This is an optimization exercise on Yosys and OpenROAD, whose aim is small area, not a production implementation.
The RTL was checked by simulation tests, not by an equivalence proof against the original design.
No run shown here takes its clock network from TritonCTS; it comes from the design's own scripts or RTL.
The flow treats the clock pin as an ideal source. Dropping or thinning the clock tree relies on that and would not hold on a real chip.
Power is estimated from default activity; no workload was simulated.

**flow/config.mk**
```make
export PLATFORM = sky130hd
export DESIGN_NAME = topmodule
export DESIGN_NICKNAME = topmodule
export VERILOG_FILES = /design/flow/design.v
export SDC_FILE = /design/flow/constraint.sdc
export NUM_CORES = 4
export LEC_CHECK = 0
export CAP_MARGIN = 20
export CORE_MARGIN = 2
export CORE_UTILIZATION = 60
export PLACE_DENSITY = 0.85
export SLEW_MARGIN = 20
```
**flow/constraint.sdc**
```tcl
create_clock -name core_clock -period 10.0 [get_ports {CLK100MHZ}]
set_input_delay 2.0000 -clock core_clock [delete_from_list [all_inputs] [get_ports {CLK100MHZ}]]
set_output_delay 2.0000 -clock core_clock [all_outputs]
set_load 0.01 [all_outputs]
```
**flow/design.v**
```verilog
`timescale 1ns / 1ps
module ac_dig10(input [3:0] q, input ci, output [3:0] n, output co);
    assign n[0] = q[0] ^ ci;
    assign n[1] = q[1] ^ (ci & q[0] & ~q[3]);
    assign n[2] = q[2] ^ (ci & q[0] & q[1]);
    assign n[3] = q[3] ^ (ci & q[0] & (q[3] | (q[2] & q[1])));
    assign co   = ci & q[3] & q[0];
endmodule
module ac_dig6(input [2:0] q, input ci, output [2:0] n, output co);
    assign n[0] = q[0] ^ ci;
    assign n[1] = q[1] ^ (ci & q[0] & ~q[2]);
    assign n[2] = q[2] ^ (ci & q[0] & (q[1] | q[2]));
    assign co   = ci & q[2] & q[0];
endmodule
module ac_inc60(input [6:0] q, input ci, output [6:0] n, output co);
    wire cu;
    ac_dig10 u_u(.q(q[3:0]), .ci(ci), .n(n[3:0]), .co(cu));
    ac_dig6  u_t(.q(q[6:4]), .ci(cu), .n(n[6:4]), .co(co));
endmodule
module ac_inc24(input [5:0] q, input ci, output [5:0] n);
    wire w  = ci & q[5] & q[1] & q[0];               
    wire cu = ci & q[3] & q[0];                      
    assign n[0] = q[0] ^ ci;
    assign n[1] = q[1] ^ (ci & q[0] & ~q[3]);
    assign n[2] = q[2] ^ (ci & q[0] & q[1] & ~q[5]);
    assign n[3] = q[3] ^ (ci & q[0] & (q[3] | (q[2] & q[1])));
    assign n[4] = q[4] ^ cu;
    assign n[5] = (q[5] & ~w) | (cu & q[4]);
endmodule
module ac_timebase(
    input clk, input rst,
    output scan_en, output led_en, output tick
);
    logic [3:0] c0, c1, c2;
    wire [3:0] n0, n1, n2;
    wire k0, k1, k2;
    ac_dig10 u_d0(.q(c0), .ci(1'b1), .n(n0), .co(k0));
    ac_dig10 u_d1(.q(c1), .ci(k0),   .n(n1), .co(k1));
    ac_dig10 u_d2(.q(c2), .ci(k1),   .n(n2), .co(k2));
    always_ff @(posedge clk) begin
        if (rst) begin
            c0 <= 4'd8; c1 <= 4'd9; c2 <= 4'd4;
        end else begin
            c0 <= n0; c1 <= n1; c2 <= n2;
        end
    end
    assign scan_en = ~c0[2] & c0[1] & ~c0[0];                          
    assign led_en  = c1[2] & ~c1[1] & ~c1[0] & c0[2] & c0[1] & c0[0];   
    assign tick    = k2;                                               
endmodule
module ac_debounce(
    input clk, input rst, input in_btn, output pulse
);
    logic d1, d2, outb, p1, p2, flag;
    logic [4:0] lf;
    wire edg = d1 ^ d2;
    wire last = ~lf[3] & ~lf[2] & ~lf[1] & ~lf[0];
    always_ff @(posedge clk) begin
        p2 <= p1;        
        lf <= edg ? 5'b00001 : {lf[3:0], lf[4] ^ lf[2]};
        if (rst) begin
            d1 <= 1'b0; d2 <= 1'b1; outb <= 1'b0; p1 <= 1'b0; flag <= 1'b0;
        end else begin
            d1 <= in_btn;
            d2 <= d1;
            outb <= flag ? d2 : outb;
            p1 <= outb;
            flag <= ~edg & (flag | last);
        end
    end
    assign pulse = p1 & ~p2;
endmodule
module ac_time(
    input clk, input rst, input amode, input [1:0] pulse, input tick,
    output [5:0] dh, output logic [6:0] cm, output logic [6:0] am, output logic [6:0] cs,
    output logic alarm_q
);
    logic [5:0] ch, ah;
    assign dh = amode ? ah : ch;
    wire [6:0] cs_n, cm_e, cm_n, am_n;
    wire [5:0] ch_e, ch_n, ah_n;
    wire cs_c, cm_c, x1, x2;
    ac_inc60 u_cs (.q(cs),   .ci(tick),               .n(cs_n), .co(cs_c));
    ac_inc60 u_cme(.q(cm),   .ci(pulse[0] & ~amode),  .n(cm_e), .co(x1));
    ac_inc60 u_cmn(.q(cm_e), .ci(cs_c),               .n(cm_n), .co(cm_c));
    ac_inc24 u_che(.q(ch),   .ci(pulse[1] & ~amode),  .n(ch_e));
    ac_inc24 u_chn(.q(ch_e), .ci(cm_c),               .n(ch_n));
    ac_inc60 u_am (.q(am),   .ci(pulse[0] & amode),   .n(am_n), .co(x2));
    ac_inc24 u_ah (.q(ah),   .ci(pulse[1] & amode),   .n(ah_n));
    always_ff @(posedge clk) begin
        if (rst) begin
            cs <= 7'd0; cm <= 7'd0; ch <= 6'd0;
            am <= 7'd1; ah <= 6'd0;
            alarm_q <= 1'b0;
        end else begin
            cs <= cs_n;
            cm <= cm_n;
            ch <= ch_n;
            am <= am_n;
            ah <= ah_n;
            alarm_q <= ~amode & (ch == ah) & (cm == am) & (cs == 7'd0);
        end
    end
endmodule
module ac_display(
    input clk, input rst, input scan_en, input mode12, input amode,
    input [5:0] dh, input [6:0] cm, input [6:0] am, input [6:0] cs,
    output [6:0] seg, output dp, output [5:0] an, output pm
);
    wire h_ge13 = dh[5] | (dh[4] & (dh[3] | dh[2] | (dh[1] & dh[0])));
    assign pm = mode12 & h_ge13;
    wire [5:0] hd = ~pm   ? dh :
                    dh[5] ? {1'b0, dh[1], ~dh[1], 2'b00, dh[0]} :
                            {2'b00, 1'b0, dh[3] | (dh[2] & dh[1]), ~dh[1], dh[0]};
    logic [2:0] j;
    always_ff @(posedge clk) begin
        if (rst)          j <= 3'b000;
        else if (scan_en) j <= {j[1:0], ~j[2]};
    end
    wire [5:0] sel;
    assign sel[0] = ~j[2] & ~j[0];
    assign sel[1] = j[0] & ~j[1];
    assign sel[2] = j[1] & ~j[2];
    assign sel[3] = j[2] & j[0];
    assign sel[4] = j[1] & ~j[0];
    assign sel[5] = j[2] & ~j[1];
    wire [3:0] digit = ({4{sel[0] & ~amode}} & cs[3:0])
                     | ({4{sel[1] & ~amode}} & {1'b0, cs[6:4]})
                     | ({4{sel[2] & ~amode}} & cm[3:0])
                     | ({4{sel[2] &  amode}} & am[3:0])
                     | ({4{sel[3] & ~amode}} & {1'b0, cm[6:4]})
                     | ({4{sel[3] &  amode}} & {1'b0, am[6:4]})
                     | ({4{sel[4]}} & hd[3:0])
                     | ({4{sel[5]}} & {2'b0, hd[5:4]});
    wire b3 = digit[3], b2 = digit[2], b1 = digit[1], b0 = digit[0];
    wire sa = b3 | b1 | ~(b2 ^ b0);
    wire sb = ~b2 | ~(b1 ^ b0);
    wire sc = b2 | ~b1 | b0;
    wire sd = b3 | (~b2 & ~b0) | (b1 & ~b0) | (~b2 & b1) | (b2 & ~b1 & b0);
    wire se = (~b2 & ~b0) | (b1 & ~b0);
    wire sf = b3 | (~b1 & ~b0) | (b2 & ~b1) | (b2 & ~b0);
    wire sg = b3 | (b2 ^ b1) | (b1 & ~b0);
    assign seg = ~{sa, sb, sc, sd, se, sf, sg};
    assign dp = ~sel[2];
    assign an = ~sel;
endmodule
module ac_led(
    input clk, input rst, input alarm, input led_en, input pm, output [7:0] led
);
    logic lstate;
    logic [5:0] lcnt;
    always_ff @(posedge clk) begin
        if (rst) lstate <= 1'b0;
        else     lstate <= alarm | (lstate & ~(&lcnt));
        if (!lstate)     lcnt <= 6'd0;
        else if (led_en) lcnt <= lcnt + 6'd1;
    end
    wire [7:0] shift = 8'd1 << lcnt[2:0];
    assign led[7:1] = lstate ? shift[7:1] : 7'd0;
    assign led[0]   = lstate ? shift[0] : pm;
endmodule
module topmodule(
    input CLK100MHZ,
    input CPU_RESETN,
    input [1:0]SW,
    input BTNL, BTNR,
    output CA, CB, CC, CD, CE, CF, CG, DP,
    output [7:0]AN,
    output [7:0]LED
);
    wire clk = CLK100MHZ;
    wire rst = ~CPU_RESETN;
    wire scan_en, led_en, tick, alarm_q, pm;
    wire [1:0] pulse;
    wire [5:0] dh;
    wire [6:0] cm, am, cs;
    wire [5:0] an;
    ac_timebase u_tb(.clk(clk), .rst(rst), .scan_en(scan_en), .led_en(led_en), .tick(tick));
    ac_debounce u_dl(.clk(clk), .rst(rst), .in_btn(BTNL), .pulse(pulse[1]));
    ac_debounce u_dr(.clk(clk), .rst(rst), .in_btn(BTNR), .pulse(pulse[0]));
    ac_time u_time(.clk(clk), .rst(rst), .amode(SW[1]), .pulse(pulse), .tick(tick),
                   .dh(dh), .cm(cm), .am(am), .cs(cs), .alarm_q(alarm_q));
    ac_display u_disp(.clk(clk), .rst(rst), .scan_en(scan_en), .mode12(SW[0]), .amode(SW[1]),
                      .dh(dh), .cm(cm), .am(am), .cs(cs),
                      .seg({CA, CB, CC, CD, CE, CF, CG}), .dp(DP), .an(an), .pm(pm));
    assign AN = {an, 2'b11};
    ac_led u_led(.clk(clk), .rst(rst), .alarm(alarm_q), .led_en(led_en), .pm(pm), .led(LED));
endmodule
```
**flow/flow/run.sh**
```bash
#!/bin/bash
# Own layout flow: the standard flow, with these changes.
#  1. After the standard synthesis (bash standard.sh synth, unchanged), the
#     combinational logic between the flip-flops is re-mapped by ABC with an
#     area-oriented script (deepsyn + area mapping), twelve seeds, keeping the
#     smallest result. Flip-flop instances, their names and cell types stay
#     exactly as the standard synthesis made them (flow/reabc.ys).
#  2. Port buffers are the smallest buffer (buf_1) instead of clkdlybuf4s50_1.
#  3. Clock buffering by hand instead of TritonCTS (flow/mycts_hook.tcl, run
#     as the CTS step's PRE_CTS_TCL hook): the clock port drives a few clock
#     buffers directly, each driving one k-means cluster of flip-flops.
# Each tool's output goes to a log file of its own in the work folder.
set -euo pipefail
W=$(pwd)
R=$W/orfs/results/${FLOW_PLATFORM}/topmodule/base
LIB=$FLOW_HOME/platforms/sky130hd/lib/sky130_fd_sc_hd__tt_025C_1v80.lib

bash standard.sh synth > $W/log_1_synth.txt 2>&1

cp $R/1_2_yosys.v $W/synth_standard.v
DU=$(sed -n '/^export DONT_USE_CELLS/,/^$/p' $FLOW_HOME/platforms/sky130hd/config.mk \
     | grep -oE 'sky130_fd_sc_hd__[a-z0-9_]+' | sort -u | sed 's/^/-dont_use /' | tr '\n' ' ')
run_seed() {
  local s=$1
  sed -e "s#SEED#$s#" $W/flow/abc_area.script > $W/abc_area_$s.script
  sed -e "s#@LIB@#$LIB#g" -e "s#@DU@#$DU#g" -e "s#@IN@#$W/synth_standard.v#g" \
      -e "s#@OUT@#$W/synth_reabc_$s.v#g" -e "s#@SCRIPT@#$W/abc_area_$s.script#g" \
      $W/flow/reabc.ys > $W/reabc_$s.ys
  yosys -s $W/reabc_$s.ys > $W/log_reabc_$s.txt 2>&1 || true
}
for s in 1 2 3 4; do run_seed $s & done; wait
for s in 5 6 7 8; do run_seed $s & done; wait
for s in 9 10 11 12; do run_seed $s & done; wait
best=""; besta=""
for s in 1 2 3 4 5 6 7 8 9 10 11 12; do
  f=$W/synth_reabc_$s.v.stat_after.txt
  [[ -s $W/synth_reabc_$s.v && -s $f ]] || { echo "seed $s: failed" >> $W/log_reabc_pick.txt; continue; }
  a=$(grep 'Chip area for module' $f | awk '{print $NF}')
  echo "seed $s: $a" >> $W/log_reabc_pick.txt
  if [[ -z "$best" ]] || awk -v a="$a" -v b="$besta" 'BEGIN{exit !(a < b)}'; then best=$s; besta=$a; fi
done
if [[ -n "$best" ]]; then
  echo "picked seed $best ($besta)" >> $W/log_reabc_pick.txt
  cp $W/synth_reabc_$best.v $R/1_2_yosys.v
  rm -f $R/1_synth.odb $R/1_synth.sdc
else
  echo "no re-mapped netlist; keeping the standard one" >> $W/log_reabc_pick.txt
fi

bash standard.sh \
    BUFFER_PORTS_ARGS="-buffer_cell sky130_fd_sc_hd__buf_1" \
    PRE_CTS_TCL="$W/flow/mycts_hook.tcl" \
    finish > $W/log_2_layout.txt 2>&1
```
**flow/flow/abc_area.script**
```
strash
&get -n
&deepsyn -T 60 -S SEED
&put
strash
&get -n
&dch -f
&nf -R 1000
&put
mfs2
strash
&get -n
&dch -f
&nf -R 1000
&put
topo
```
**flow/flow/mycts.tcl**
```tcl
# Clock buffering by hand for a small design: the clock port drives K clock
# buffers directly, each driving one cluster of flip-flops. Used in place of
# TritonCTS's tree (see mycts_hook.tcl).

# Manhattan minimum spanning tree length of the points (idx into xs/ys).
proc mycts_mst {xs ys idx} {
  set n [llength $idx]
  if {$n < 2} { return 0.0 }
  set in [lrepeat $n 0]
  set d [lrepeat $n 1e30]
  lset d 0 0.0
  set total 0.0
  for {set step 0} {$step < $n} {incr step} {
    set best -1; set bd 1e30
    for {set i 0} {$i < $n} {incr i} {
      if {![lindex $in $i] && [lindex $d $i] < $bd} { set bd [lindex $d $i]; set best $i }
    }
    lset in $best 1
    set total [expr {$total + $bd}]
    set bx [lindex $xs [lindex $idx $best]]; set by [lindex $ys [lindex $idx $best]]
    for {set i 0} {$i < $n} {incr i} {
      if {[lindex $in $i]} { continue }
      set dd [expr {abs([lindex $xs [lindex $idx $i]] - $bx) + abs([lindex $ys [lindex $idx $i]] - $by)}]
      if {$dd < [lindex $d $i]} { lset d $i $dd }
    }
  }
  return $total
}

# k-means (Manhattan assignment) from the given initial centres; returns the
# assignment list.
proc mycts_kmeans {xs ys K cx cy} {
  set n [llength $xs]
  set asg [lrepeat $n 0]
  for {set iter 0} {$iter < 40} {incr iter} {
    for {set i 0} {$i < $n} {incr i} {
      set best 0; set bd 1e30
      for {set k 0} {$k < $K} {incr k} {
        set d [expr {abs([lindex $xs $i] - [lindex $cx $k]) + abs([lindex $ys $i] - [lindex $cy $k])}]
        if {$d < $bd} { set bd $d; set best $k }
      }
      lset asg $i $best
    }
    for {set k 0} {$k < $K} {incr k} {
      set sx 0; set sy 0; set c 0
      for {set i 0} {$i < $n} {incr i} {
        if {[lindex $asg $i] == $k} { set sx [expr {$sx + [lindex $xs $i]}]; set sy [expr {$sy + [lindex $ys $i]}]; incr c }
      }
      if {$c > 0} { lset cx $k [expr {$sx / $c}]; lset cy $k [expr {$sy / $c}] }
    }
  }
  return $asg
}

proc mycts_build {K master_name} {
  set db [ord::get_db]
  set block [ord::get_db_block]
  set dbu [$block getDbUnitsPerMicron]
  set master [$db findMaster $master_name]
  set clk_port_net ""
  foreach bt [$block getBTerms] {
    if {[$bt getName] == "CLK100MHZ"} { set clk_port_net [$bt getNet] }
  }
  set sinks {}
  foreach it [$clk_port_net getITerms] { lappend sinks $it }
  set n [llength $sinks]
  set xs {}; set ys {}
  foreach it $sinks {
    set box [[$it getInst] getBBox]
    lappend xs [expr {([$box xMin] + [$box xMax]) / 2.0 / $dbu}]
    lappend ys [expr {([$box yMin] + [$box yMax]) / 2.0 / $dbu}]
  }
  # multi-start k-means; keep the clustering whose largest cluster load
  # (pins plus an MST wire estimate) is smallest
  set best_cost 1e30; set best_asg {}
  set lcg 12345
  for {set trial 0} {$trial < 30} {incr trial} {
    set cx {}; set cy {}
    for {set k 0} {$k < $K} {incr k} {
      set lcg [expr {($lcg * 1103515245 + 12345) % 2147483648}]
      set i [expr {$lcg % $n}]
      lappend cx [lindex $xs $i]; lappend cy [lindex $ys $i]
    }
    set asg [mycts_kmeans $xs $ys $K $cx $cy]
    set worst 0.0
    for {set k 0} {$k < $K} {incr k} {
      set idx {}
      for {set i 0} {$i < $n} {incr i} { if {[lindex $asg $i] == $k} { lappend idx $i } }
      set cost [expr {[llength $idx] * 1.8 + 0.2 * [mycts_mst $xs $ys $idx]}]
      if {$cost > $worst} { set worst $cost }
    }
    if {$worst < $best_cost} { set best_cost $worst; set best_asg $asg }
  }
  puts "mycts: best clustering, largest cluster load estimate $best_cost fF"
  for {set k 0} {$k < $K} {incr k} {
    set inst [odb::dbInst_create $block $master "clkbuf_my_$k"]
    set net [odb::dbNet_create $block "clknet_my_$k"]
    $net setSigType CLOCK
    [$inst findITerm A] connect $clk_port_net
    [$inst findITerm X] connect $net
    set sx 0; set sy 0; set c 0
    for {set i 0} {$i < $n} {incr i} {
      if {[lindex $best_asg $i] == $k} {
        set it [lindex $sinks $i]
        $it disconnect
        $it connect $net
        set sx [expr {$sx + [lindex $xs $i]}]; set sy [expr {$sy + [lindex $ys $i]}]; incr c
      }
    }
    set px [expr {int($sx / $c * $dbu)}]; set py [expr {int($sy / $c * $dbu)}]
    $inst setLocation $px $py
    $inst setPlacementStatus PLACED
    puts "mycts: buffer $k drives $c flip-flops, at $px $py"
  }
}
# Size each clock buffer made by mycts_build: the smallest of the given cells
# whose flip-flop clock pins all have an estimated slew below limit_ns.
proc mycts_size {K cells limit_ns} {
  set db [ord::get_db]
  set block [ord::get_db_block]
  for {set k 0} {$k < $K} {incr k} {
    set inst [$block findInst "clkbuf_my_$k"]
    foreach c $cells {
      $inst swapMaster [$db findMaster $c]
      estimate_parasitics -placement
      set worst 0
      foreach pin [get_pins -of_objects [get_nets "clknet_my_$k"]] {
        if {[get_property $pin direction] != "input"} { continue }
        set s [get_property $pin slew_max]
        if {$s > $worst} { set worst $s }
      }
      puts "mycts: clkbuf_my_$k $c worst sink slew $worst"
      if {$worst < $limit_ns} { break }
    }
  }
}
```
**flow/flow/mycts_hook.tcl**
```tcl
source [file join [file dirname [info script]] mycts.tcl]
mycts_build 4 sky130_fd_sc_hd__clkbuf_8
set_propagated_clock [all_clocks]
detailed_placement
mycts_size 4 {sky130_fd_sc_hd__clkbuf_4 sky130_fd_sc_hd__clkbuf_8 sky130_fd_sc_hd__clkbuf_16} 0.125
proc clock_tree_synthesis {args} { puts "clock_tree_synthesis skipped: clock buffered by mycts" }
```
**flow/flow/reabc.ys**
```
# Re-map the combinational logic of the standard synthesis netlist.
read_liberty -ignore_miss_func @LIB@
read_verilog @IN@
hierarchy -top topmodule
# keep flip-flops and tie cells as they are
blackbox sky130_fd_sc_hd__dfxtp_* sky130_fd_sc_hd__dfrtp_* sky130_fd_sc_hd__dfstp_* sky130_fd_sc_hd__dfbbp_* sky130_fd_sc_hd__dfrbp_* sky130_fd_sc_hd__dfsbp_* sky130_fd_sc_hd__dfxbp_* sky130_fd_sc_hd__edfxtp_* sky130_fd_sc_hd__conb_1
# private names for the combinational cells, so that flattening keeps the
# standard netlist's net names
rename -hide t:sky130_fd_sc_hd__* t:sky130_fd_sc_hd__df* %d t:sky130_fd_sc_hd__conb_1 %d
flatten
opt_clean
tee -o @OUT@.stat_before.txt stat -liberty @LIB@
abc -liberty @LIB@ @DU@ -script @SCRIPT@
opt_clean -purge
splitnets
opt_clean -purge
hilomap -singleton -hicell sky130_fd_sc_hd__conb_1 HI -locell sky130_fd_sc_hd__conb_1 LO
insbuf -buf sky130_fd_sc_hd__buf_1 A X
write_verilog -noattr -nohex -nodec -selected @OUT@.tmp.v
design -reset
read_liberty -lib @LIB@
read_verilog @OUT@.tmp.v
hierarchy -check -top topmodule
tee -o @OUT@.stat_after.txt stat -liberty @LIB@
check -assert -mapped
write_verilog -noattr -nohex -nodec @OUT@
```
**flow/standard.sh**
```bash
#!/bin/bash
# synth_recipe.tcl (not shown) runs the flow's synth.tcl, then flattens the netlist and writes it again
# the make line also repeats each setting of config.mk as NAME=value (left out here)
make -C /OpenROAD-flow-scripts/flow DESIGN_CONFIG=/design/flow/config.mk WORK_HOME=/design/flow/orfs CLKGATE_MAP_FILE= SYNTH_SCRIPT=/design/flow/synth_recipe.tcl "${@:-finish}"
```
==> results of run 1 <==
==> through the flow <==
step,instance area (µm²),hold WS [ns]
5_1_grt,3560,0.366
2_1_floorplan,3300,0.324
4_1_cts,3560,0.361
3_3_place_gp,3490,0.331
3_5_place_dp,3490,0.345
6_report,3560,0.361
==> worst register-to-register path, delay by kind of cell, from the launching register on <==
kind / cells / cell delay, ns
compound gates: 4 / 0.78
simple gates: 10 / 2.22
flops: 1 / 0.44
==> where the power goes <==
| part | internal, W | total [W] | switching (W) | leakage, nW |
|---|---|---|---|---|
| combinational | 0.0000114 | 0.0000293 | 0.0000178 | 0.586 |
| clock | 0.0000507 | 0.000125 | 0.0000745 | 0.0364 |
| sequential | 0.000321 | 0.000328 | 0.00000737 | 0.633 |
| total | 0.000383 | 0.000482 | 0.0000996 | 1.26 |
==> registers in the layout, summed over array words and instances, names as in the netlist, 3 cells and up <==
name,cells
u_time.cs,7
u_time.ah,6
u_time.cm,7
u_tb.c2,4
u_led.lcnt,6
u_time.am,7
u_dl.lf,5
u_time.ch,6
u_disp.j,3
u_tb.c1,4
u_tb.c0,4
u_dr.lf,5
==> cells in the final DEF, fill, tap and decap left out, drive strengths merged, types with 6 or more instances in the layout <==
master	count
xnor2	6
a21oi	51
nand3	7
a211oi	6
clkinv	28
a22oi	7
nor2	35
buf	28
nor3	10
nand2b	9
o22ai	8
o21ai	38
dfxtp	78
and2	21
nand2	26
nor2b	11
and3	11
==> layer usage <==
metal  vias up  routed length, µm
li1       1488                  -
met1      1359               3250
met2        93               3400
met3        15                409
met4         0                182
met5         -                  0
==> area by class of cell <==
class | instances | area, µm²
Tap cell | 72 | 90.1
Timing Repair Buffer | 28 | 109
Sequential cell | 78 | 1560
Fill cell | 479 | 1840
Multi-Input combinational cell | 290 | 1630
Inverter | 28 | 105
Buffer | 4 | 71.3
==> worst max-delay path by stage <==
stage               slack (ns)  endpoint  start  depth (start not counted)
floorplan                 4.34        CA  SW[1]                         10
global placement          3.40        CA  SW[1]                         11
detailed placement        3.24        CA  SW[1]                         11
CTS                       3.23        CA  SW[1]                         12
global route              2.73        CA  SW[1]                         12
finish                    3.11        CA  SW[1]                         12
==> out/qor.log, run 1 <==
[global_route] overall routing resource usage 23.7%
[global_route] M1 GR Usage 32.0%
[placement] number of buffers inserted by port buffering 27
[sta] Clock Skews 0.0254 ns
[power_and_ir_drop] total power consumption of the routed design 0.000482 W
[sta] worst setup slack after layout 3.11 ns
[route] remaining number of nets flagged by the antenna check after routing 0
[sta] setup tns final 0 ns
[power_and_ir_drop] maximum VDD drop 0.124 mV
[run_status] run status complete, no violations
[worst_setup_path] capturing element type of the critical path output port
[global_route] number of antenna violations at the first check in global routing 0
[global_route] final global-route overflow total 0
[route] Routed wire per std cell 14.5 µm
[final_layout] Diodes inserted 0
[worst_setup_path] crit-path leading delay family buffers and inverters
[worst_hold_path] worst min-delay path class reg2reg
[worst_setup_path] R2R Path End u_time.ch[2]
[cts] clock slew at reported path FFs 0.09 ns
[floorplan] Vert. Die Dim 78.2 µm
[logic_synthesis] instance count of the mapped netlist 398
[floorplan] die area 6110 µm²
[global_route] maximum number of pins on one net before global-route repair 44
[worst_setup_path] Data required, critical path 8.00 ns
[power_and_ir_drop] P_leak 1.26 nW
[sta] number of endpoints with negative hold slack in the final report 0
[final_layout] relative area change from synthesis to final layout 7.96%
[sta] unrepaired setup endpoints after global routing no
[sta] Final Setup Violations 0
[worst_hold_path] cell depth of the worst hold path 0
[final_layout] Nets 436
[cts] post-CTS setup buffers 0
[global_route] met2 track demand over resource 42.6%
[power_and_ir_drop] power density of the placed cells 135 nW/µm²
[worst_setup_path] Max stage delay cell, worst path sky130_fd_sc_hd__buf_1
[global_route] vias in the first global route 2681
[global_route] fraction of met3 tracks used by global routing 1.72%
[worst_setup_path] slowest cell delay on critical path 0.64 ns
[final_layout] final instance count without filler cells 500
[floorplan] placement row count 27
[floorplan] core box area 5410 µm²
[cts] cts repair resizes 0
[logic_synthesis] summed instance area of the synthesized netlist 3300 µm²
[sta] transition time of the tightest slew-check pin 0.925 ns
[sta] fmax 145 MHz
[sta] clock period minus worst slack 6.89 ns
[logic_synthesis] Synth warnings 5
[route] total wirelength of the detailed-routed design 7240 µm
[route] first-iteration detailed-routing DRC count 271
[worst_setup_path] CP bufs+invs 3
[route] count of unresolved DRC violations after routing 0
[worst_setup_path] list of cells traversed by the critical path buf_1 > clkinv_1 > nand2_1 > o22ai_1 > nand2_1 > xnor2_1 > a32oi_1 > o311ai_0 > a21oi_1 > nor2b_1 > nor3_1 > buf_1
[floorplan] horizontal die dimension 78.2 µm
[global_route] peak-usage layer in the global routing report met2
[sta] number of slew-limit violations in the final report 0
[final_layout] fraction of final layout cells sized beyond drive strength 1 1.17%
[floorplan] initial standard-cell utilization of the core 61.1%
[cts] source-to-sink clock delay at the later pin of the worst-skew pair 0.17 ns
[route] first drt pass iteration count 5
[logic_synthesis] per-instance average area after synthesis 8.29 µm²
[worst_setup_path] Setup CP Type in2out
[cts] hold_buf cts 0
[worst_hold_path] hold path startpoint u_dr.p1
[route] routed vias/inst 5.91
[final_layout] fraction of the core area covered by cells at the end of the flow 65.9%
[worst_setup_path] depth of the most critical reg-to-reg path 14
[worst_setup_path] largest fanout on the critical path 20
[worst_hold_path] hold endpoint u_dr.p2
[placement] worst slack at placement 3.24 ns
[floorplan] total I/O pin count 30
[sta] final worst-path cycle share 68.9%
[worst_setup_path] kind of launch point of the worst setup path input pin
[worst_setup_path] FF-to-FF setup slack 6.48 ns
[run] Max Cap Violations 0
[placement] HPWL Detailed 5320 µm
[placement] placer congestion estimate 0.949
[placement] number of placed cells counting well taps 496
[route] total number of vias 2955
[worst_setup_path] reg2reg start u_tb.c0[0]
[worst_setup_path] data arrival time of the critical path 4.89 ns
[sta] max-slew headroom at the worst pin 37.6%
[global_route] global-route wire length before repair 12200 µm
==> inputs of run 2 (changes only) <==
==> flow/flow/mycts.tcl (replaced) <==
# Clock buffering by hand for a small design: the clock port drives K clock
# buffers directly, each driving one cluster of flip-flops. Used in place of
# TritonCTS's tree (see mycts_hook.tcl).

# Manhattan minimum spanning tree length of the points (idx into xs/ys).
proc mycts_mst {xs ys idx} {
  set n [llength $idx]
  if {$n < 2} { return 0.0 }
  set in [lrepeat $n 0]
  set d [lrepeat $n 1e30]
  lset d 0 0.0
  set total 0.0
  for {set step 0} {$step < $n} {incr step} {
    set best -1; set bd 1e30
    for {set i 0} {$i < $n} {incr i} {
      if {![lindex $in $i] && [lindex $d $i] < $bd} { set bd [lindex $d $i]; set best $i }
    }
    lset in $best 1
    set total [expr {$total + $bd}]
    set bx [lindex $xs [lindex $idx $best]]; set by [lindex $ys [lindex $idx $best]]
    for {set i 0} {$i < $n} {incr i} {
      if {[lindex $in $i]} { continue }
      set dd [expr {abs([lindex $xs [lindex $idx $i]] - $bx) + abs([lindex $ys [lindex $idx $i]] - $by)}]
      if {$dd < [lindex $d $i]} { lset d $i $dd }
    }
  }
  return $total
}

# k-means (Manhattan assignment) from the given initial centres; returns the
# assignment list.
proc mycts_kmeans {xs ys K cx cy} {
  set n [llength $xs]
  set asg [lrepeat $n 0]
  for {set iter 0} {$iter < 40} {incr iter} {
    for {set i 0} {$i < $n} {incr i} {
      set best 0; set bd 1e30
      for {set k 0} {$k < $K} {incr k} {
        set d [expr {abs([lindex $xs $i] - [lindex $cx $k]) + abs([lindex $ys $i] - [lindex $cy $k])}]
        if {$d < $bd} { set bd $d; set best $k }
      }
      lset asg $i $best
    }
    for {set k 0} {$k < $K} {incr k} {
      set sx 0; set sy 0; set c 0
      for {set i 0} {$i < $n} {incr i} {
        if {[lindex $asg $i] == $k} { set sx [expr {$sx + [lindex $xs $i]}]; set sy [expr {$sy + [lindex $ys $i]}]; incr c }
      }
      if {$c > 0} { lset cx $k [expr {$sx / $c}]; lset cy $k [expr {$sy / $c}] }
    }
  }
  return $asg
}

# Connect sink i to clock buffer asg(i) and put each buffer at its sinks'
# centre.
proc mycts_apply {sinks xs ys K asg} {
  set block [ord::get_db_block]
  set dbu [$block getDbUnitsPerMicron]
  set n [llength $sinks]
  for {set k 0} {$k < $K} {incr k} {
    set net [$block findNet "clknet_my_$k"]
    set sx 0; set sy 0; set c 0
    for {set i 0} {$i < $n} {incr i} {
      if {[lindex $asg $i] == $k} {
        set it [lindex $sinks $i]
        if {[$it getNet] != $net} { $it disconnect; $it connect $net }
        set sx [expr {$sx + [lindex $xs $i]}]; set sy [expr {$sy + [lindex $ys $i]}]; incr c
      }
    }
    set inst [$block findInst "clkbuf_my_$k"]
    if {$c > 0} {
      $inst setLocation [expr {int($sx / $c * $dbu)}] [expr {int($sy / $c * $dbu)}]
    }
    $inst setPlacementStatus PLACED
  }
}

# Size each clock buffer: the smallest of cells whose flip-flop clock pins all
# have an estimated slew below limit_ns. Returns {total area, worst slew}.
proc mycts_size {K cells limit_ns} {
  set db [ord::get_db]
  set block [ord::get_db_block]
  set dbu [$block getDbUnitsPerMicron]
  set area 0.0; set worst_all 0.0
  for {set k 0} {$k < $K} {incr k} {
    set inst [$block findInst "clkbuf_my_$k"]
    foreach c $cells {
      set m [$db findMaster $c]
      $inst swapMaster $m
      estimate_parasitics -placement
      set worst 0
      foreach pin [get_pins -of_objects [get_nets "clknet_my_$k"]] {
        if {[get_property $pin direction] != "input"} { continue }
        set s [get_property $pin slew_max]
        if {$s > $worst} { set worst $s }
      }
      if {$worst < $limit_ns} { break }
    }
    set area [expr {$area + [$m getWidth] * [$m getHeight] / double($dbu * $dbu)}]
    if {$worst > $worst_all} { set worst_all $worst }
  }
  return [list $area $worst_all]
}

proc mycts_build {K cells limit_ns} {
  set db [ord::get_db]
  set block [ord::get_db_block]
  set dbu [$block getDbUnitsPerMicron]
  set clk_port_net ""
  foreach bt [$block getBTerms] {
    if {[$bt getName] == "CLK100MHZ"} { set clk_port_net [$bt getNet] }
  }
  set sinks {}
  foreach it [$clk_port_net getITerms] { lappend sinks $it }
  set n [llength $sinks]
  set xs {}; set ys {}
  foreach it $sinks {
    set box [[$it getInst] getBBox]
    lappend xs [expr {([$box xMin] + [$box xMax]) / 2.0 / $dbu}]
    lappend ys [expr {([$box yMin] + [$box yMax]) / 2.0 / $dbu}]
  }
  set master [$db findMaster [lindex $cells 0]]
  for {set k 0} {$k < $K} {incr k} {
    set inst [odb::dbInst_create $block $master "clkbuf_my_$k"]
    set net [odb::dbNet_create $block "clknet_my_$k"]
    $net setSigType CLOCK
    [$inst findITerm A] connect $clk_port_net
    [$inst findITerm X] connect $net
  }
  # multi-start k-means; each clustering is sized, and the one with the
  # smallest buffer area (then the smallest worst slew) is kept
  set best {}; set best_area 1e30; set best_slew 1e30
  set lcg 12345
  set seen {}
  set xorder [lsort -real -indices $xs]
  set yorder [lsort -real -indices $ys]
  for {set trial 0} {$trial < 26} {incr trial} {
    set cx {}; set cy {}
    for {set k 0} {$k < $K} {incr k} {
      if {$trial == 0} {
        set i [lindex $xorder [expr {int(($k + 0.5) * $n / $K)}]]
      } elseif {$trial == 1} {
        set i [lindex $yorder [expr {int(($k + 0.5) * $n / $K)}]]
      } else {
        set lcg [expr {($lcg * 1103515245 + 12345) % 2147483648}]
        set i [expr {($lcg >> 8) % $n}]
      }
      lappend cx [lindex $xs $i]; lappend cy [lindex $ys $i]
    }
    set asg [mycts_kmeans $xs $ys $K $cx $cy]
    set used [lsort -unique $asg]
    if {[llength $used] < $K} { continue }
    if {[lsearch -exact $seen $asg] >= 0} { continue }
    lappend seen $asg
    mycts_apply $sinks $xs $ys $K $asg
    lassign [mycts_size $K $cells $limit_ns] area slew
    puts "mycts: trial $trial buffer area $area worst slew $slew"
    if {$area < $best_area - 1e-6 || ($area < $best_area + 1e-6 && $slew < $best_slew)} {
      set best $asg; set best_area $area; set best_slew $slew
    }
  }
  mycts_apply $sinks $xs $ys $K $best
  for {set k 0} {$k < $K} {incr k} {
    set c 0
    foreach a $best { if {$a == $k} { incr c } }
    puts "mycts: buffer $k drives $c flip-flops"
  }
}
==> flow/flow/mycts_hook.tcl (replaced) <==
source [file join [file dirname [info script]] mycts.tcl]
set mycts_cells {sky130_fd_sc_hd__clkbuf_4 sky130_fd_sc_hd__clkbuf_8 sky130_fd_sc_hd__clkbuf_16}
mycts_build 4 $mycts_cells 0.125
set_propagated_clock [all_clocks]
detailed_placement
lassign [mycts_size 4 $mycts_cells 0.125] mycts_area mycts_slew
puts "mycts: final buffer area $mycts_area, worst estimated clock slew $mycts_slew"
proc clock_tree_synthesis {args} { puts "clock_tree_synthesis skipped: clock buffered by mycts" }
--- a/flow/config.mk
+++ b/flow/config.mk
@@ -10,3 +10,3 @@
 export CORE_UTILIZATION = 60
-export PLACE_DENSITY = 0.85
+export PLACE_DENSITY = 0.95
 export SLEW_MARGIN = 20
==> run 2 against run 1 <==
Sequential share of layout area up 0.11 points. Setup slack better by 0.075 ns. Cell area down 0.25%. Wire length down 0.72%. Via count up 1.2%. Core utilization down 0.16 points. First-iteration DRC count down 20%. Fmax up 1.1%.
==> out/qor.log, run 2 <==
[sta] Final Setup Violations 0 [unchanged]
[run] Max Cap Violations 0 [unchanged]
[floorplan] die area 6120 µm² [+0.22%]
[worst_hold_path] hold endpoint u_dr.p2
[floorplan] total I/O pin count 30 [unchanged]
[logic_synthesis] summed instance area of the synthesized netlist 3310 µm² [+0.23%]
[global_route] final global-route overflow total 0 [unchanged]
[sta] clock period minus worst slack 6.82 ns [-0.0753 ns]
[route] Met1 Wirelength 3010 µm [-7.4%]
[floorplan] core box area 5410 µm² [unchanged]
[placement] number of placed cells counting well taps 498 [+0.40%]
[sta] setup tns final 0 ns [unchanged]
[floorplan] Vert. Die Dim 78.3 µm [+0.11%]
[final_layout] most common cell after layout, fill and taps aside sky130_fd_sc_hd__dfxtp_1
[sta] transition time of the tightest slew-check pin 0.999 ns [+0.0743 ns]
[sta] Clock Skews 0.00554 ns [-0.0199 ns]
[run_status] run status complete, no violations
[worst_setup_path] Setup CP Type in2out
[route] first-iteration detailed-routing DRC count 217 [-20%]
[route] remaining number of nets flagged by the antenna check after routing 0 [unchanged]
[global_route] overall routing resource usage 24.2% [+0.46 points]
[worst_setup_path] kind of launch point of the worst setup path input pin
[placement] HPWL Detailed 5340 µm [+0.27%]
[cts] post-CTS setup buffers 0 [unchanged]
[worst_setup_path] capturing element type of the critical path output port
[floorplan] horizontal die dimension 78.3 µm [+0.11%]
[worst_setup_path] data arrival time of the critical path 4.82 ns [-0.07 ns]
[final_layout] Diodes inserted 0 [unchanged]
[logic_synthesis] instance count of the mapped netlist 400 [+0.50%]
[route] total wirelength of the detailed-routed design 7190 µm [-0.72%]
[sta] number of slew-limit violations in the final report 0 [unchanged]
[placement] worst slack at placement 3.22 ns [-0.0198 ns]
[global_route] global-route wire length before repair 12500 µm [+2.9%]
[cts] hold_buf cts 0 [unchanged]
[logic_synthesis] per-instance average area after synthesis 8.27 µm² [-0.27%]
[cts] clock slew at reported path FFs 0.11 ns [+0.02 ns]
[route] routed vias/inst 5.95 [+0.75%]
[route] total number of vias 2989 [+1.2%]
[global_route] maximum number of pins on one net before global-route repair 39 [-11%]
[final_layout] commonest cells after routing, fill and taps aside sky130_fd_sc_hd__dfxtp_1 (78), sky130_fd_sc_hd__nor2_1 (45), sky130_fd_sc_hd__a21oi_1 (43), sky130_fd_sc_hd__nand2_1 (33), sky130_fd_sc_hd__buf_1 (27)
[worst_setup_path] depth of the most critical reg-to-reg path 13 [-1]
[cts] cts repair resizes 0 [unchanged]
[route] met3 routed WL 470 µm [+15%]
[worst_setup_path] FF-to-FF setup slack 6.87 ns [+0.39 ns]
[route] Routed wire per std cell 14.3 µm [-1.1%]
[final_layout] fraction of final layout cells sized beyond drive strength 1 1.16% [-0.0054 points]
[worst_setup_path] Data required, critical path 8.00 ns [about the same]
[final_layout] Nets 438 [+0.46%]
[sta] final worst-path cycle share 68.2% [-0.75 points]
[global_route] vias in the first global route 2869 [+7.0%]
[worst_hold_path] hold path startpoint u_dr.p1
[final_layout] relative area change from synthesis to final layout 7.45%
[worst_setup_path] largest fanout on the critical path 24 [+20%]
[power_and_ir_drop] power density of the placed cells 132 nW/µm² [-2.3%]
[final_layout] final instance count without filler cells 502 [+0.40%]
[worst_setup_path] reg2reg start u_tb.c0[0]
[placement] placer congestion estimate 0.970 [+2.1%]
[worst_hold_path] cell depth of the worst hold path 0 [unchanged]
[route] first drt pass iteration count 5 [unchanged]
[sta] number of endpoints with negative hold slack in the final report 0 [unchanged]
[logic_synthesis] Synth warnings 5 [unchanged]
[final_layout] fraction of the core area covered by cells at the end of the flow 65.8% [-0.16 points]
[sta] unrepaired setup endpoints after global routing no
[power_and_ir_drop] maximum VDD drop 0.126 mV [+1.5%]
[sta] max-slew headroom at the worst pin 33.4% [-4.2 points]
[route] Max Used Layer met4
[power_and_ir_drop] P_leak 1.29 nW [+2.4%]
[sta] fmax 147 MHz [+1.1%]
[route] WL met2 3580 µm [+5.1%]
[sta] worst setup slack after layout 3.18 ns [+0.0753 ns]
[floorplan] initial standard-cell utilization of the core 61.2% [+0.14 points]
[power_and_ir_drop] total power consumption of the routed design 0.000470 W [-2.6%]
[route] count of unresolved DRC violations after routing 0 [unchanged]
[floorplan] placement row count 27 [unchanged]
[worst_hold_path] worst min-delay path class reg2reg
[cts] source-to-sink clock delay at the later pin of the worst-skew pair 0.17 ns [about the same]
[global_route] number of antenna violations at the first check in global routing 0 [unchanged]
[placement] number of buffers inserted by port buffering 27 [unchanged]
[final_layout] top flop regs u_time.am: 7 flops, u_time.cm: 7 flops, u_time.cs: 7 flops
[worst_setup_path] R2R Path End u_time.ch[2]
-- run 2: per-stage QoR --
step / cell area (µm²) / hold WS (ns)
final: 3550 / 0.355
after global routing: 3550 / 0.368
after floorplan: 3310 / 0.324
after CTS: 3550 / 0.356
after detailed placement: 3500 / 0.335
after global placement: 3500 / 0.330
-- run 2: critical path: stages --
cell and delay, ns:
sky130_fd_sc_hd__buf_1 0.72, sky130_fd_sc_hd__nand2_1 0.17, sky130_fd_sc_hd__o22ai_1 0.29, sky130_fd_sc_hd__and3_1 0.22, sky130_fd_sc_hd__o22ai_1 0.08, sky130_fd_sc_hd__a32o_1 0.21, sky130_fd_sc_hd__a311oi_1 0.36, sky130_fd_sc_hd__a21oi_1 0.12
sky130_fd_sc_hd__nor2b_1 0.19, sky130_fd_sc_hd__nor4_1 0.27, sky130_fd_sc_hd__buf_1 0.18
-- run 2: worst max path at each step --
stage | start | end | slack, ns | cells after the start
after floorplan | SW[1] | CA | 4.22 | 9
after global placement | SW[1] | CA | 3.45 | 11
after detailed placement | SW[1] | CA | 3.22 | 11
after CTS | SW[1] | CA | 3.22 | 11
after global routing | SW[1] | CA | 2.87 | 11
final | SW[1] | CA | 3.18 | 11
-- run 2: cell type report --
type	instances	area (µm²)
Fill cell	462	1850
Sequential cell	78	1560
Buffer	4	55.1
Tap cell	72	90.1
Timing Repair Buffer	28	109
Inverter	26	97.6
Multi-Input combinational cell	294	1640
-- run 2: power by group --
part | switching (W) | internal [W] | leakage, nW
Sequential | 0.00000734 | 0.000321 | 0.633
Clock | 0.0000742 | 0.0000374 | 0.0288
Combinational | 0.0000185 | 0.0000118 | 0.624
Total | 0.000100 | 0.000370 | 1.29
-- run 2: routing by layer --
layer	up-vias	GRT usage [%]
met1	1376	29.1
li1	1484	-
met5	-	0
met3	17	4.02
met4	0	5.96
met2	112	44.8
==> inputs of run 3 (changes only) <==
--- a/flow/config.mk
+++ b/flow/config.mk
@@ -10,3 +10,3 @@
 export CORE_UTILIZATION = 60
-export PLACE_DENSITY = 0.95
+export PLACE_DENSITY = 0.85
 export SLEW_MARGIN = 20
==> run 3 against run 2 <==
Largest cell class unchanged. Critical path type unchanged. Clock power up 9.8%. Global-route usage fell by 0.25 points. Synthesized area down 0.23%. Clock skew rose by 0.014 ns. Highest routed layer unchanged. Final cell count decreased by 0.40%. Via count shrank 1.9%. Wire length increased by 0.78%. First-iteration DRC count down 18%. Core utilization is 0.069 points higher. Sequential power is essentially flat. Die area down 0.22%.
==> out/qor.log, run 3 <==
[run_status] run status complete, no violations
[placement] worst slack at placement 3.24 ns [+0.0198 ns]
[sta] fmax 146 MHz [-0.78%]
[cts] cts repair resizes 0 [unchanged]
[final_layout] relative area change from synthesis to final layout 7.81%
[sta] Clock Skews 0.0196 ns [+0.0140 ns]
[final_layout] fraction of final layout cells sized beyond drive strength 1 1.17% [+0.0054 points]
[worst_setup_path] Setup CP Type in2out
[sta] max-slew headroom at the worst pin 41.0% [+7.6 points]
[run] Max Cap Violations 0 [unchanged]
[floorplan] core box area 5410 µm² [unchanged]
[placement] placer congestion estimate 0.949 [-2.1%]
[cts] clock slew at reported path FFs 0.11 ns [about the same]
[global_route] number of antenna violations at the first check in global routing 0 [unchanged]
[worst_setup_path] depth of the most critical reg-to-reg path 14 [+1]
[floorplan] total I/O pin count 30 [unchanged]
[sta] setup tns final 0 ns [unchanged]
[global_route] final global-route overflow total 0 [unchanged]
[final_layout] Nets 436 [-0.46%]
[placement] area of placed instances 3490 µm² [-0.21%]
[worst_hold_path] cell depth of the worst hold path 0 [unchanged]
[worst_setup_path] capturing element type of the critical path output port
[sta] number of slew-limit violations in the final report 0 [unchanged]
[global_route] global-route wire length before repair 12300 µm [-1.8%]
[sta] final worst-path cycle share 68.7% [+0.54 points]
[placement] HPWL Detailed 5320 µm [-0.27%]
[final_layout] Final Instance Area 3560 µm² [+0.11%]
[final_layout] commonest cells after routing, fill and taps aside sky130_fd_sc_hd__dfxtp_1 (78), sky130_fd_sc_hd__a21oi_1 (51), sky130_fd_sc_hd__o21ai_0 (38), sky130_fd_sc_hd__nor2_1 (35), sky130_fd_sc_hd__clkinv_1 (28)
[floorplan] horizontal die dimension 78.2 µm [-0.11%]
[power_and_ir_drop] power density of the placed cells 135 nW/µm² [+2.1%]
[cts] post-CTS setup buffers 0 [unchanged]
[final_layout] most common cell after layout, fill and taps aside sky130_fd_sc_hd__dfxtp_1
[route] routed vias/inst 5.86 [-1.5%]
[route] total number of vias 2931 [-1.9%]
[route] Routed wire per std cell 14.5 µm [+1.2%]
[cts] hold_buf cts 0 [unchanged]
[worst_setup_path] kind of launch point of the worst setup path input pin
[global_route] maximum number of pins on one net before global-route repair 44 [+13%]
[floorplan] die area 6110 µm² [-0.22%]
[sta] Final Setup Violations 0 [unchanged]
[final_layout] top flop regs u_time.am: 7 flops, u_time.cm: 7 flops, u_time.cs: 7 flops
[floorplan] Vert. Die Dim 78.2 µm [-0.11%]
[power_and_ir_drop] P_leak 1.25 nW [-2.5%]
[sta] clock period minus worst slack 6.87 ns [+0.0539 ns]
[global_route] overall routing resource usage 23.9% [-0.25 points]
[route] total wirelength of the detailed-routed design 7250 µm [+0.78%]
[route] first-iteration detailed-routing DRC count 177 [-18%]
[floorplan] initial standard-cell utilization of the core 61.1% [-0.14 points]
[sta] number of endpoints with negative hold slack in the final report 0 [unchanged]
[worst_hold_path] worst min-delay path class reg2reg
[cts] source-to-sink clock delay at the later pin of the worst-skew pair 0.16 ns [about the same]
[route] remaining number of nets flagged by the antenna check after routing 0 [unchanged]
[sta] transition time of the tightest slew-check pin 0.873 ns [-0.125 ns]
[sta] unrepaired setup endpoints after global routing no
[logic_synthesis] per-instance average area after synthesis 8.29 µm² [+0.27%]
[global_route] vias in the first global route 2717 [-5.3%]
[logic_synthesis] instance count of the mapped netlist 398 [-0.50%]
[sta] worst setup slack after layout 3.13 ns [-0.0539 ns]
[worst_setup_path] data arrival time of the critical path 4.87 ns [+0.05 ns]
[floorplan] placement row count 27 [unchanged]
[worst_setup_path] largest fanout on the critical path 20 [-17%]
[logic_synthesis] summed instance area of the synthesized netlist 3300 µm² [-0.23%]
[power_and_ir_drop] maximum VDD drop 0.148 mV [+18%]
[placement] number of buffers inserted by port buffering 27 [unchanged]
[final_layout] Diodes inserted 0 [unchanged]
[logic_synthesis] Synth warnings 5 [unchanged]
[worst_setup_path] Data required, critical path 8.00 ns [about the same]
[final_layout] Fill cells 475 [+2.8%]
[route] first drt pass iteration count 4 [-1]
[route] count of unresolved DRC violations after routing 0 [unchanged]
==> run 3: final timing paths <==
path,startpoint,to,slack (ns)
setup / recovery,SW[1],CA,3.13
hold / removal,u_dr.p1,u_dr.p2,0.36
setup reg to reg,u_tb.c0[0],u_time.ch[2],6.51
hold reg to reg,u_dr.p1,u_dr.p2,0.36
==> run 3: area by class of cell <==
class | count | area, µm² | share of cell area (%)
Buffer | 4 | 66.3 | 1.86
Inverter | 28 | 105 | 2.95
Sequential cell | 78 | 1560 | 43.9
Timing Repair Buffer | 28 | 109 | 3.06
Tap cell | 72 | 90.1 | 2.53
Multi-Input combinational cell | 290 | 1630 | 45.7
==> run 3: metal layers <==
metal  routed length, µm  track usage [%]
met1                3350             31.8
met2                3450             43.1
met3                 307             1.61
met4                 142             4.91
met5                   0                0
==> run 3: through the flow <==
| stage | std cells | hold WS (ns) | utilization (%) | total power, W |
|---|---|---|---|---|
| final | 500 | 0.364 | 65.8 | 0.000480 |
| after global routing | 500 | 0.369 | 65.8 | 0.000498 |
| after CTS | 500 | 0.364 | 65.8 | 0.000482 |
| after detailed placement | 496 | 0.345 | 64.6 | 0.000364 |
| after global placement | 496 | 0.331 | 64.6 | 0.000363 |
| after floorplan | 399 | 0.324 | - | 0.000353 |
==> run 3: worst max-delay path, cell delays in order <==
cell,delay (ns)
sky130_fd_sc_hd__buf_1,0.63
sky130_fd_sc_hd__clkinv_1,0.45
sky130_fd_sc_hd__nand2_1,0.20
sky130_fd_sc_hd__o22ai_1,0.10
sky130_fd_sc_hd__nand2_1,0.15
sky130_fd_sc_hd__a21boi_0,0.12
sky130_fd_sc_hd__o32ai_1,0.49
sky130_fd_sc_hd__a21oi_1,0.18
sky130_fd_sc_hd__nor2b_1,0.22
sky130_fd_sc_hd__nor3_1,0.17
sky130_fd_sc_hd__buf_1,0.17
==> run 3: power breakdown <==
part	leakage [nW]	total [W]	internal (W)	switching, W
combinational	0.586	0.0000293	0.0000114	0.0000178
clock	0.0339	0.000123	0.0000463	0.0000765
sequential	0.633	0.000328	0.000321	0.00000749
total	1.25	0.000480	0.000378	0.000102
==> inputs of run 4 (changes only) <==
--- a/flow/flow/run.sh
+++ b/flow/flow/run.sh
@@ -4,3 +4,3 @@
 #     combinational logic between the flip-flops is re-mapped by ABC with an
-#     area-oriented script (deepsyn + area mapping), twelve seeds, keeping the
+#     area-oriented script (deepsyn + area mapping), 24 seeds, keeping the
 #     smallest result. Flip-flop instances, their names and cell types stay
@@ -30,7 +30,9 @@
 }
-for s in 1 2 3 4; do run_seed $s & done; wait
-for s in 5 6 7 8; do run_seed $s & done; wait
-for s in 9 10 11 12; do run_seed $s & done; wait
+SEEDS=$(seq 1 24)
+for b in 0 1 2 3 4 5; do
+  for i in 1 2 3 4; do run_seed $((b * 4 + i)) & done
+  wait
+done
 best=""; besta=""
-for s in 1 2 3 4 5 6 7 8 9 10 11 12; do
+for s in $SEEDS; do
   f=$W/synth_reabc_$s.v.stat_after.txt
==> run 4 against run 3 <==
Sequential power about the same. First-iteration DRC count unchanged. Largest cell class unchanged. Highest routed layer unchanged. Still clean on timing, DRC and antenna. Critical endpoint unchanged. Wire length unchanged.
==> out/qor.log, run 4 <==
[worst_setup_path] Data required, critical path 8.00 ns [about the same]
[floorplan] initial standard-cell utilization of the core 61.1% [unchanged]
[route] routed vias/inst 5.86 [unchanged]
[worst_setup_path] kind of launch point of the worst setup path input pin
[route] Routed wire per std cell 14.5 µm [unchanged]
[floorplan] horizontal die dimension 78.2 µm [unchanged]
[power_and_ir_drop] power density of the placed cells 135 nW/µm² [unchanged]
[global_route] final global-route overflow total 0 [unchanged]
[sta] setup tns final 0 ns [unchanged]
[placement] worst slack at placement 3.24 ns [unchanged]
[worst_setup_path] largest fanout on the critical path 20 [unchanged]
[run_status] run status complete, no violations
[floorplan] Vert. Die Dim 78.2 µm [unchanged]
[worst_setup_path] data arrival time of the critical path 4.87 ns [about the same]
[floorplan] die area 6110 µm² [unchanged]
[sta] fmax 146 MHz [unchanged]
[route] first-iteration detailed-routing DRC count 177 [unchanged]
[sta] final worst-path cycle share 68.7% [unchanged]
[final_layout] top flop regs u_time.am: 7 flops, u_time.cm: 7 flops, u_time.cs: 7 flops
[worst_hold_path] worst min-delay path class reg2reg
[route] first drt pass iteration count 4 [unchanged]
[sta] transition time of the tightest slew-check pin 0.873 ns [unchanged]
[global_route] global-route wire length before repair 12300 µm [unchanged]
[final_layout] Fill cells 475 [unchanged]
[cts] clock slew at reported path FFs 0.11 ns [about the same]
[final_layout] fraction of the core area covered by cells at the end of the flow 65.8% [unchanged]
[logic_synthesis] summed instance area of the synthesized netlist 3300 µm² [unchanged]
[sta] unrepaired setup endpoints after global routing no
[logic_synthesis] instance count of the mapped netlist 398 [unchanged]
[sta] worst setup slack after layout 3.13 ns [unchanged]
[power_and_ir_drop] maximum VDD drop 0.148 mV [unchanged]
[final_layout] most common cell after layout, fill and taps aside sky130_fd_sc_hd__dfxtp_1
[final_layout] fraction of final layout cells sized beyond drive strength 1 1.17% [unchanged]
[placement] number of buffers inserted by port buffering 27 [unchanged]
[final_layout] commonest cells after routing, fill and taps aside sky130_fd_sc_hd__dfxtp_1 (78), sky130_fd_sc_hd__a21oi_1 (51), sky130_fd_sc_hd__o21ai_0 (38), sky130_fd_sc_hd__nor2_1 (35), sky130_fd_sc_hd__clkinv_1 (28)
[placement] placer congestion estimate 0.949 [unchanged]
[logic_synthesis] Synth warnings 5 [unchanged]
[cts] hold_buf cts 0 [unchanged]
[final_layout] Diodes inserted 0 [unchanged]
[final_layout] relative area change from synthesis to final layout 7.81% [unchanged]
[cts] source-to-sink clock delay at the later pin of the worst-skew pair 0.16 ns [about the same]
[floorplan] total I/O pin count 30 [unchanged]
[route] total wirelength of the detailed-routed design 7250 µm [unchanged]
[global_route] vias in the first global route 2717 [unchanged]
[sta] Clock Skews 0.0196 ns [unchanged]
[route] remaining number of nets flagged by the antenna check after routing 0 [unchanged]
[route] total number of vias 2931 [unchanged]
[sta] clock period minus worst slack 6.87 ns [unchanged]
[global_route] maximum number of pins on one net before global-route repair 44 [unchanged]
[sta] Final Setup Violations 0 [unchanged]
[run] Max Cap Violations 0 [unchanged]
[worst_setup_path] capturing element type of the critical path output port
[sta] max-slew headroom at the worst pin 41.0% [unchanged]
[cts] post-CTS setup buffers 0 [unchanged]
[global_route] overall routing resource usage 23.9% [unchanged]
[route] count of unresolved DRC violations after routing 0 [unchanged]
[global_route] number of antenna violations at the first check in global routing 0 [unchanged]
[floorplan] placement row count 27 [unchanged]
[sta] number of endpoints with negative hold slack in the final report 0 [unchanged]
[placement] HPWL Detailed 5320 µm [unchanged]
[logic_synthesis] per-instance average area after synthesis 8.29 µm² [unchanged]
[power_and_ir_drop] P_leak 1.25 nW [unchanged]
[worst_setup_path] Setup CP Type in2out
[floorplan] core box area 5410 µm² [unchanged]
[final_layout] Nets 436 [unchanged]
[sta] number of slew-limit violations in the final report 0 [unchanged]
[cts] cts repair resizes 0 [unchanged]
==> run 4: critical path, cell delays in order <==
cell and delay (ns):
sky130_fd_sc_hd__buf_1 0.63, sky130_fd_sc_hd__clkinv_1 0.45, sky130_fd_sc_hd__nand2_1 0.20, sky130_fd_sc_hd__o22ai_1 0.10, sky130_fd_sc_hd__nand2_1 0.15, sky130_fd_sc_hd__a21boi_0 0.12
sky130_fd_sc_hd__o32ai_1 0.49, sky130_fd_sc_hd__a21oi_1 0.18, sky130_fd_sc_hd__nor2b_1 0.22, sky130_fd_sc_hd__nor3_1 0.17, sky130_fd_sc_hd__buf_1 0.17
==> run 4: where the power goes <==
group / internal (W) / switching [W] / total, W / leakage (nW)
combinational: 0.0000114 / 0.0000178 / 0.0000293 / 0.586
clock: 0.0000463 / 0.0000765 / 0.000123 / 0.0339
sequential: 0.000321 / 0.00000749 / 0.000328 / 0.633
==> run 4: cell type report <==
cell class | instances | area, µm² | share of cell area, %
multi-input cells | 290 | 1630 | 45.7
flip-flops and latches | 78 | 1560 | 43.9
repair buffers | 28 | 109 | 3.06
inverters | 28 | 105 | 2.95
well taps | 72 | 90.1 | 2.53
plain buffers | 4 | 66.3 | 1.86
==> run 4: through the flow <==
step / power [W] / cells / area (µm²) / hold slack [ns]
after floorplan: 0.000353 / 399 / 3300 / 0.324
after global placement: 0.000363 / 496 / 3490 / 0.331
after detailed placement: 0.000364 / 496 / 3490 / 0.345
after CTS: 0.000482 / 500 / 3560 / 0.364
after global routing: 0.000498 / 500 / 3560 / 0.369
final: 0.000480 / 500 / 3560 / 0.364
==> run 4: final timing paths <==
check                                start      endpoint  slack (ns)  depth (start not counted)
worst min register to register     u_dr.p1       u_dr.p2        0.36                          0
worst max register to register  u_tb.c0[0]  u_time.ch[2]        6.51                         14
worst min-delay path               u_dr.p1       u_dr.p2        0.36                          0
worst max-delay path                 SW[1]            CA        3.13                         11
==> run 4: layer usage <==
layer,global-route usage (%),vias up,part of all wire [%]
met5,0,-,0
met4,4.91,0,2.0
met3,1.61,11,4.2
met2,43.1,69,48
met1,31.8,1359,46
li1,-,1492,-

separate check: timing with driven ports:
How much do the figures lean on ideal ports? The routed layouts below were timed once more, with nothing changed but the port constraints.
Step 1 sets driving cells, clkbuf_16 on the clock port and buf_2 on the other inputs (assumed; they add their load-dependent delay and slew).
Step 2 also shifts input and output timing later by t, the mid clock arrival at the registers, as if the neighbouring blocks saw the same clock.
Slacks: ideal / step 1 / step 2; pairs: ideal / step 1.
| run | shift t [ns] | setup WS [ns] | worst slew at a driven data input, ns |
|---|---|---|---|
| run 1 | 0.225 | 3.107 / 3.080 / 3.080 | 0.03 |
| run 2 | 0.222 | 3.183 / 3.143 / 3.143 | 0.04 |
| run 3 | 0.218 | 3.129 / 3.101 / 3.101 | 0.03 |
| run 4 | 0.218 | 3.129 / 3.101 / 3.101 | 0.03 |
After both steps setup and hold are still met in every run listed. The setup slack of run 2, which loses most, moves by -0.040 ns with the drivers and by -0.040 ns with both steps.
